Background: an optimization exercise with open tools, aiming at small area. Do not read the settings as production practice.
Function was checked by simulation only, so behaviour that the tests miss may differ from the original.

run A:
==> flow/design.v <==
`timescale 1 ns/1 ns
module bBMU_213 (hd, Rx, c);
   output [1:0] hd;
   input  [1:0] Rx;
   input  [1:0] c;
   wire [1:0] x = Rx ^ c;
   assign hd = {x[1] & x[0], x[1] ^ x[0]};
endmodule
`timescale 1 ns/1 ns
module bACS_213 (ppm_out, Bx_out, ppm_a, hd_a, ppm_b, hd_b);
   output [3:0] ppm_out;
   output       Bx_out;
   input  [3:0] ppm_a;
   input  [1:0] hd_a;
   input  [3:0] ppm_b;
   input  [1:0] hd_b;
   function [3:0] satadd;
      input [3:0] p;
      input [1:0] h;
      reg   [3:0] c;     
      reg   [3:0] s;
      begin
         s[0] = p[0] ^ h[0];
         c[0] = p[0] & h[0];
         s[1] = p[1] ^ h[1] ^ c[0];
         c[1] = (p[1] & h[1]) | (p[1] & c[0]) | (h[1] & c[0]);
         s[2] = p[2] ^ c[1];
         c[2] = p[2] & c[1];
         s[3] = p[3] ^ c[2];
         c[3] = p[3] & c[2];
         satadd = s | {4{c[3]}};
      end
   endfunction
   function gt4;
      input [3:0] a;
      input [3:0] b;
      begin
         gt4 = (a[3] & ~b[3]) |
               (~(a[3] ^ b[3]) & ((a[2] & ~b[2]) |
               (~(a[2] ^ b[2]) & ((a[1] & ~b[1]) |
               (~(a[1] ^ b[1]) & (a[0] & ~b[0]))))));
      end
   endfunction
   wire [3:0] sa = satadd(ppm_a, hd_a);
   wire [3:0] sb = satadd(ppm_b, hd_b);
   assign Bx_out  = gt4(sa, sb);
   assign ppm_out = Bx_out ? sb : sa;
endmodule
`timescale 1 ns/1 ns
module bACSU_213 (m_out, d_out, up, lo, Rx);
   output [15:0] m_out;    
   output [3:0]  d_out;    
   input  [7:0]  up;       
   input  [7:0]  lo;       
   input  [1:0]  Rx;
   localparam [7:0] CA = {2'b10,2'b01,2'b11,2'b00};
   localparam [7:0] CB = {2'b01,2'b10,2'b00,2'b11};
   genvar s;
   generate
      for (s = 0; s < 4; s = s + 1) begin : g
         wire [1:0] hda, hdb;
         bBMU_213 BA (.hd(hda), .Rx(Rx), .c(CA[2*s+1:2*s]));
         bBMU_213 BB (.hd(hdb), .Rx(Rx), .c(CB[2*s+1:2*s]));
         bACS_213 ACS (.ppm_out(m_out[4*s+3:4*s]), .Bx_out(d_out[s]),
                       .ppm_a(up[4*(s/2)+3:4*(s/2)]), .hd_a(hda),
                       .ppm_b(lo[4*(s/2)+3:4*(s/2)]), .hd_b(hdb));
      end
   endgenerate
endmodule
`timescale 1 ns/1 ns
module bTBDECISION_213 (best_state, m);
   output [2:0]  best_state;
   input  [31:0] m;       
   wire [7:0] m3, m2, m1, m0;
   genvar i;
   generate
      for (i = 0; i < 8; i = i + 1) begin : g
         assign m3[i] = m[4*i+3];
         assign m2[i] = m[4*i+2];
         assign m1[i] = m[4*i+1];
         assign m0[i] = m[4*i];
      end
   endgenerate
   wire       a3 = ~&m3;
   wire [7:0] c3 = ~(m3 & {8{a3}});
   wire       a2 = |(c3 & ~m2);
   wire [7:0] c2 = c3 & ~(m2 & {8{a2}});
   wire       a1 = |(c2 & ~m1);
   wire [7:0] c1 = c2 & ~(m1 & {8{a1}});
   wire       a0 = |(c1 & ~m0);
   wire [7:0] c  = c1 & ~(m0 & {8{a0}});
   assign best_state[2] = ~(c[0] | c[1] | c[2] | c[3]);
   assign best_state[1] = ~(c[0] | c[1]) & (c[2] | c[3] | ~(c[4] | c[5]));
   assign best_state[0] = ~c[0] & (c[1] | ~c[2] & (c[3] | ~c[4] & (c[5] | ~c[6])));
endmodule
`timescale 1 ns/1 ns
module bSYNCERR_213 (error);
   output error;
   assign error = 1'b0;
endmodule
`timescale 1 ns/1 ns
module bCONTROL_213 (Dx, oe, Rx, seq_ready, reset, clock);
   output Dx;
   output oe;
   input [1:0] Rx;
   input       seq_ready;
   input       reset;
   input       clock;
   localparam [2:0] IDLE = 3'd0, LOAD = 3'd1, ADD = 3'd2, WRITE = 3'd3,
                    TRACE = 3'd4;
   reg [2:0]  state;
   reg [3:0]  cnt;             
   reg [4:0]  symbol_count;
   reg        oe;
   reg [2:0]  tb_reg;
   reg [3:0]  XA, XB, YA, YB, O1, O2, O3, O4;    
   reg [15:0] P [0:7];         
   wire [15:0] m_new;
   wire [3:0]  dec;
   wire [2:0]  min_state;
   reg  [1:0]  Rx_q;           
   wire        stage = (state == ADD);      
   wire        half  = (state == WRITE);    
   bACSU_213 ACSU (.m_out(m_new), .d_out(dec), .up({XB, XA}), .lo({YB, YA}),
                   .Rx(half ? ~Rx_q : Rx));
   bTBDECISION_213 TB (.best_state(min_state),
                       .m({O4, O3, YB, YA, O2, O1, XB, XA}));
   assign Dx = oe & tb_reg[0];
   always @(posedge clock)
      Rx_q <= Rx;
   always @(posedge clock)
     if (state == IDLE) begin
        XA <= 4'd0;  XB <= 4'd15; O1 <= 4'd15; O2 <= 4'd15;
        YA <= 4'd15; YB <= 4'd15; O3 <= 4'd15; O4 <= 4'd15;
     end else if (stage || half) begin
        XA <= O1;
        XB <= O2;
        YA <= stage ? O3 : m_new[3:0];
        YB <= stage ? O4 : m_new[7:4];
        O1 <= stage ? m_new[3:0] : O3;
        O2 <= stage ? m_new[7:4] : O4;
        O3 <= m_new[11:8];
        O4 <= m_new[15:12];
     end
   integer i;
   always @(posedge clock) begin
      for (i = 0; i < 4; i = i + 1)
        P[i] <= {stage ? dec[i] : P[i][0], P[i][15:1]};
      for (i = 0; i < 4; i = i + 1)
        P[i+4] <= {P[i+4][0], half ? dec[i] : P[i+4][15], P[i+4][14:1]};
   end
   wire [15:0] row = P[tb_reg];
   reg         tbit;
   always @(*)
     case (cnt[1:0])
       2'd0: tbit = row[1];
       2'd1: tbit = row[13];
       2'd2: tbit = row[9];
       default: tbit = row[5];
     endcase
   always @(posedge clock)
     if (stage)
       tb_reg <= min_state;
     else if (state == TRACE && cnt >= 2 && cnt <= 14)
       tb_reg <= {tbit, tb_reg[2:1]};
   always @(posedge clock or posedge reset)
     if (reset) begin
        state        <= IDLE;
        cnt          <= 0;
        symbol_count <= 0;
        oe           <= 0;
     end else begin
        oe <= 0;
        case (state)
          IDLE:  if (seq_ready) state <= LOAD;
          LOAD:  state <= ADD;
          ADD:   state <= WRITE;
          WRITE: if (symbol_count != 0 || cnt == 15-1) begin
                    cnt   <= 0;
                    state <= TRACE;
                 end else begin
                    cnt   <= cnt + 1'b1;
                    state <= LOAD;
                 end
          TRACE: begin
                    cnt <= cnt + 1'b1;
                    if (cnt == 4'd15) begin
                       if (symbol_count <= 15 + 3) begin
                          oe <= 1;
                          symbol_count <= symbol_count + 1'b1;
                          state <= LOAD;
                       end else if (symbol_count < 20 + 3) begin
                          oe <= 1;
                          symbol_count <= symbol_count + 1'b1;
                       end else
                          state <= IDLE;
                    end
                 end
          default: state <= IDLE;
        endcase
     end
endmodule
`timescale 1 ns/1 ns
module bVITERBI_213 (Dx,            
                     oe,            
                     sync_error,    
                     Rx,            
                     seq_ready,     
                     clock,
                     reset);
   output [1-1:0] Dx;
   output          oe;
   output          sync_error;
   input [2-1:0]  Rx;
   input           seq_ready;
   input           reset;
   input           clock;
   bCONTROL_213 U3 (.Dx(Dx), .oe(oe), .Rx(Rx), .seq_ready(seq_ready),
                    .reset(reset), .clock(clock));
   bSYNCERR_213 SE (.error(sync_error));
endmodule
clock: 12.0 ns
lec_check: 0
abc_area: 1
cap_margin: 0
core_margin: 2
core_utilization: 50
cts_buf_list: sky130_fd_sc_hd__clkbuf_8
slew_margin: 0
standard.sh (not shown) runs the stock make flow with config.mk's settings and CLKGATE_MAP_FILE= SYNTH_SCRIPT=/design/flow/synth_recipe.tcl, a recipe that flattens the netlist after the stock synthesis.
==> flow/flow/run.sh <==
#!/bin/bash
# Layout flow: the standard flow (standard.sh), with a different ABC
# mapping script for the synthesis step and without Yosys's full/half-adder
# extraction, so that ABC maps the whole combinational logic itself.
# The clock tree is built without dummy loads.
# Registers, their names and cell types are those of the standard synthesis.
set -e
cd "$(dirname "$0")/.."
WORK=$PWD
cp standard.sh flow_standard.sh.txt
rm -rf myscripts
cp -r "$FLOW_HOME/scripts" myscripts
cp flow/abc_area.script myscripts/abc_area.script
export SCRIPTS_DIR=$WORK/myscripts
export ADDER_MAP_FILE=
# clock tree: the standard arguments, without dummy loads on the clock nets
export CTS_ARGS="-sink_clustering_enable -repair_clock_nets -buf_list sky130_fd_sc_hd__clkbuf_8 -dont_use_dummy_load"
bash standard.sh > standard.log 2>&1
==> flow/flow/abc_area.script <==
strash
dch -f
amap
--- input diff run A..run B ---
==> flow/run.sh (new file) <==
#!/bin/bash
# synth_recipe.tcl (not shown) runs the flow's synth.tcl, then flattens the netlist and writes it again
# the make line also repeats each setting of config.mk as NAME=value (left out here)
make -C /OpenROAD-flow-scripts/flow DESIGN_CONFIG=/design/flow/config.mk WORK_HOME=/design/flow/orfs CLKGATE_MAP_FILE= SYNTH_SCRIPT=/design/flow/synth_recipe.tcl finish
-- flow/config.mk --
<<< run A, line 8
export ABC_AREA = 1
export CAP_MARGIN = 0
export CORE_MARGIN = 2
>>> run B, line 8
export ABC_AREA = 1
export CAP_MARGIN = 20
export CORE_MARGIN = 2
<<< run A, line 12
export CTS_BUF_LIST = sky130_fd_sc_hd__clkbuf_8
export SLEW_MARGIN = 0
>>> run B, line 12
export CTS_BUF_LIST = sky130_fd_sc_hd__clkbuf_8
export SLEW_MARGIN = 20
removed: flow/flow/run.sh
removed: flow/flow/abc_area.script
removed: flow/standard.sh
--- outcome ---
- Synthesized-area fraction occupied by adder cells (run B over run A): increase, 9.9 points
- Comparing run A and run B, the lower via count is on run A.
- Changes observed in run B relative to run A: number of iterations in the first detailed-routing pass essentially unchanged, global-route wire length before repair increased 1.6 mm, synthesized area increased 790 sq um.
What run C does differently from run B at the input level:
==> flow/flow/run.sh (new file) <==
#!/bin/bash
# Layout flow: the standard flow (standard.sh), with a different ABC
# mapping script for the synthesis step and without Yosys's full/half-adder
# extraction, so that ABC maps the whole combinational logic itself.
# Registers, their names and cell types are those of the standard synthesis.
set -e
cd "$(dirname "$0")/.."
WORK=$PWD
cp standard.sh flow_standard.sh.txt
rm -rf myscripts
cp -r "$FLOW_HOME/scripts" myscripts
cp flow/abc_area.script myscripts/abc_area.script
export SCRIPTS_DIR=$WORK/myscripts
export ADDER_MAP_FILE=
bash standard.sh > standard.log 2>&1
==> flow/flow/abc_area.script (new file) <==
strash
dch -f
amap
==> flow/standard.sh (new file) <==
#!/bin/bash
# synth_recipe.tcl (not shown) runs the flow's synth.tcl, then flattens the netlist and writes it again
# the make line also repeats each setting of config.mk as NAME=value (left out here)
make -C /OpenROAD-flow-scripts/flow DESIGN_CONFIG=/design/flow/config.mk WORK_HOME=/design/flow/orfs CLKGATE_MAP_FILE= SYNTH_SCRIPT=/design/flow/synth_recipe.tcl "${@:-finish}"
-- flow/config.mk --
<<< run B, line 8
export ABC_AREA = 1
export CAP_MARGIN = 20
export CORE_MARGIN = 2
export CORE_UTILIZATION = 50
export CTS_BUF_LIST = sky130_fd_sc_hd__clkbuf_8
export SLEW_MARGIN = 20
>>> run C, line 8
export ABC_AREA = 1
export CAP_MARGIN = 0
export CORE_MARGIN = 2
export CORE_UTILIZATION = 50
export CTS_BUF_LIST = sky130_fd_sc_hd__clkbuf_4 sky130_fd_sc_hd__clkbuf_8
export SLEW_MARGIN = 0
removed: flow/run.sh
## What came out
Run C finished every stage and its layout cleared the timing, design-rule and antenna checks. [run C vs run B] period utilization: higher in run C. In run C the iteration count of the initial detailed-routing pass turned out 1 higher than in run B. Iteration-0 DRC count of the detailed router came out higher on run C than on run B. Compared with run B, in run C critical path depth neither gained nor lost much, die area lost 0.0016 sq mm, wire length on met2 lost 1.0 mm. Run B → run C: area of the mapped netlist decreased 790 sq um; wire length decreased 6.2%.
What run D does differently from run C at the input level:
-- flow/flow/run.sh --
<<< run C, line 4
# extraction, so that ABC maps the whole combinational logic itself.
# Registers, their names and cell types are those of the standard synthesis.
>>> run D, line 4
# extraction, so that ABC maps the whole combinational logic itself.
# The clock tree is built without dummy loads, and the port buffers are
# the smallest buffer cell.
# Registers, their names and cell types are those of the standard synthesis.
<<< run C, line 14
export ADDER_MAP_FILE=
bash standard.sh > standard.log 2>&1
>>> run D, line 16
export ADDER_MAP_FILE=
# clock tree: the standard arguments, without dummy loads on the clock nets
export CTS_ARGS="-sink_clustering_enable -repair_clock_nets -buf_list sky130_fd_sc_hd__clkbuf_8 -dont_use_dummy_load"
# port buffers: the smallest buffer cell
export BUFFER_PORTS_ARGS="-buffer_cell sky130_fd_sc_hd__buf_1"
bash standard.sh > standard.log 2>&1
-- flow/config.mk --
<<< run C, line 11
export CORE_UTILIZATION = 50
export CTS_BUF_LIST = sky130_fd_sc_hd__clkbuf_4 sky130_fd_sc_hd__clkbuf_8
export SLEW_MARGIN = 0
>>> run D, line 11
export CORE_UTILIZATION = 50
export CTS_BUF_LIST = sky130_fd_sc_hd__clkbuf_8
export SLEW_MARGIN = 0
## What came out
sky130_fd_sc_hd__o32ai_1 as the cell with the largest stage delay on the worst path was reported by run D, and sky130_fd_sc_hd__clkdlybuf4s50_1 by run C.
Run D vs run C: met3 routing resource usage after global routing up
Slew at the pin closest to its max-slew limit in run D is 0.034 ns above run C.
The register-to-register slack number comes out higher for run C vs run D.
Last weighted congestion value of the routability-driven placer for run D: 1.4% down relative to run C
Global-route usage across run C and run D: no real change.
[compare] base=run C new=run D: final design area excluding fillers shows a reduction of 210 sq um; count of plain and timing-repair buffers shows no meaningful change; overall die width shows no meaningful change.
Wire: run D routes less than run C
Comparing run C and run D, the lower final critical-path share of the clock period is on run D.

re-timing with driven ports:
Ports are ideal in the flow. The routed layouts listed here were re-timed in OpenROAD.
Step 1 assumes that a clkbuf_16 drives the clock port and a buf_2 every other input.
Step 2, shift: input delay + t, output delay - t, t = (earliest + latest rising clock arrival at the registers) / 2. This alone moves slack from input paths to output paths.
a / b / c = ideal ports / drivers / drivers and shift; a / b = the first two.
run	t (ns)	slack for setup (ns)	worst setup path at the end	slew at the worst register clock pin (ns)
run A	0.467	6.230 / 6.237 / 5.771	input to register	0.10 / 0.10
run B	0.484	6.384 / 6.402 / 5.917	input to register	0.09 / 0.09
run C	0.488	6.322 / 6.329 / 5.841	input to register	0.11 / 0.11
run D	0.459	6.554 / 6.565 / 6.107	input to register	0.09 / 0.09
After both steps setup and hold are still met in every run listed. The setup slack of run C, which loses most, moves by +0.007 ns with the drivers and by -0.481 ns with both steps.
